This is an optimization exercise on Yosys and OpenROAD, whose aim is small area, a short achievable clock period and few clock cycles per item, not a production implementation. In this exercise RTL edits were held to simulation tests only and were not proved equivalent to the original. No activity file was given, so power comes from the tool's default toggle rates.

## JK
==> flow/design.v <==
module div
	#(
		parameter W=32
	 )
	(
		input wire clk, reset, str_trg,
		input wire [W-1:0] dvsr, dvnd,
		output wire ready,
		output reg done_trg,
		output wire [W-1:0] quo, rmd
	);
	function [5:0] clz32;
		input [31:0] x;
		integer i;
		begin
			clz32 = 6'd32;
			for (i = 0; i < 32; i = i + 1)
				if (x[i]) clz32 = 6'd31 - i[5:0];
		end
	endfunction
	reg        busy_reg;
	reg [4:0]  n_reg;
	reg [W-1:0] r_reg, q_reg, d_reg;
	wire [5:0] ca = clz32(dvnd);
	wire [5:0] cd = clz32(dvsr);
	wire       dz = (dvsr == 0);
	wire [5:0] p  = cd - ca;
	wire       imm = dz | (ca > cd);
	wire [W:0] diff = {1'b0, r_reg} - {1'b0, d_reg};
	wire       ge = ~diff[W];
	wire       last = (n_reg == 0);
	always @(posedge clk, posedge reset)
		if (reset)
			busy_reg <= 1'b0;
		else if (str_trg)
			busy_reg <= ~imm;
		else if (last)
			busy_reg <= 1'b0;
	always @(posedge clk)
	begin
		if (str_trg)
		begin
			n_reg <= p[4:0];
			d_reg <= dvsr << p[4:0];
		end
		else
		begin
			n_reg <= n_reg - 1'b1;
			d_reg <= d_reg >> 1;
		end
		if (str_trg)
			r_reg <= dvnd;
		else if (busy_reg & ge)
			r_reg <= diff[W-1:0];
		if (str_trg)
			q_reg <= {W{dz}};
		else if (busy_reg)
			q_reg <= {q_reg[W-2:0], ge};
	end
	always @*
		done_trg = str_trg ? imm : (busy_reg & last);
	assign ready = ~busy_reg;
	assign quo = q_reg;
	assign rmd = r_reg;
endmodule
module div_avalon
	#(
		parameter W     = 32,
				  CBIT  = 6
	 )
	(
		input wire clk, reset,
		input wire [2:0] div_address,
		input wire div_chipselect,
		input wire div_write,
		input wire [W-1:0] div_writedata,
		output wire [W-1:0] div_readdata,
		output wire div_irq,
		output wire div_rdy
	);
	wire div_start, div_ready, set_done_trg, clr_done_trg;
	reg [W-1:0] dvnd_reg, dvsr_reg;
	reg done_trg_reg;
	wire [W-1:0] quo, rmd;
	wire wr_en, wr_dvnd, wr_dvsr;
	div #(.W(32)) d1
		 ( .clk(clk), .reset(reset), .str_trg(div_start), .dvsr(dvsr_reg), .dvnd(dvnd_reg),
		   .ready(div_ready), .done_trg(set_done_trg), .quo(quo), .rmd(rmd));
	always @(posedge clk)
	begin
		if (wr_dvnd)
			dvnd_reg <= div_writedata;
		if (wr_dvsr)
			dvsr_reg <= div_writedata;
	end
	always @(posedge clk, posedge reset)
		if (reset)
			done_trg_reg <= 1'b0;
		else if (set_done_trg)
			done_trg_reg <= 1'b1;
		else if (clr_done_trg)
			done_trg_reg <= 1'b0;
	assign wr_en = div_write & div_chipselect;
	assign wr_dvnd = (div_address == 3'h0) & wr_en;
	assign wr_dvsr = (div_address == 3'h1) & wr_en;
	assign div_start = (div_address == 3'h2) & wr_en & div_ready;
	assign clr_done_trg = (div_address == 3'h6) & wr_en;
	assign div_readdata = (div_address == 3'h3) ? quo :
						  (div_address == 3'h4) ? rmd :
						  {31'b0, (div_address == 3'h5) ? div_ready : done_trg_reg};
	assign div_rdy = div_ready;
	assign div_irq = done_trg_reg;
endmodule
make LEC_CHECK=0 CAP_MARGIN=20 CORE_MARGIN=2 CORE_UTILIZATION=40 SETUP_SLACK_MARGIN=2.2 SLEW_MARGIN=20 finish   # period 5.0 ns
run.sh (not shown) runs the stock make flow with config.mk's settings and CLKGATE_MAP_FILE= SYNTH_SCRIPT=/design/flow/synth_recipe.tcl, a recipe that flattens the netlist after the stock synthesis.
Testbench counts of JK, summed over its fixed seeds: cycles 24,255, items 2,048.
For MS, these inputs were changed with respect to JK:
Settings: removing SETUP_SLACK_MARGIN (formerly 2.2).
--- outcome ---
- Slack of the critical path: MS worse than JK
- MS: layout overhead on the synthesized area lower than JK
- Delta (MS minus JK): clock-cell share of area up 1.2 points; total number of cells along the worst setup path went down 4; number of DRC markers after the initial detailed-route iteration shows a reduction of about 11%.
- The required time of the critical path of MS and that of JK are within noise of each other.
- MS vs JK — final area dropped by more than 10%
- JK → MS: power now sits lower; flip-flop and latch share of the layout cell area now sits higher; worst-margin pin slew now sits higher.

-- afterwards: timing with drivers on the ports --
How much do the figures lean on ideal ports? The routed layouts below were timed once more, with nothing changed but the port constraints. Step 1, drivers: a clkbuf_16 drives clk and a buf_2 each remaining input, both assumed. Step 2 moves the port delays by t, midway between the first and last clock arrival at a register: inputs arrive t later, outputs are due t later. That takes back most of the time a late clock gives input paths. Three values: ideal ports, drivers, drivers and shift; two values: the first two.
| run | t, ns | setup slack, ns | hold slack, ns | latest minus earliest clock arrival (ns) | worst register clock-pin slew, ns |
|---|---|---|---|---|---|
| JK | 0.480 | 0.601 / 0.601 / 0.601 | 0.469 / 0.469 / 0.469 | 0.011 / 0.011 | 0.07 / 0.07 |
| MS | 0.471 | 0.360 / 0.360 / 0.360 | 0.466 / 0.466 / 0.466 | 0.006 / 0.006 | 0.07 / 0.07 |
After both steps every run listed still meets setup and hold.
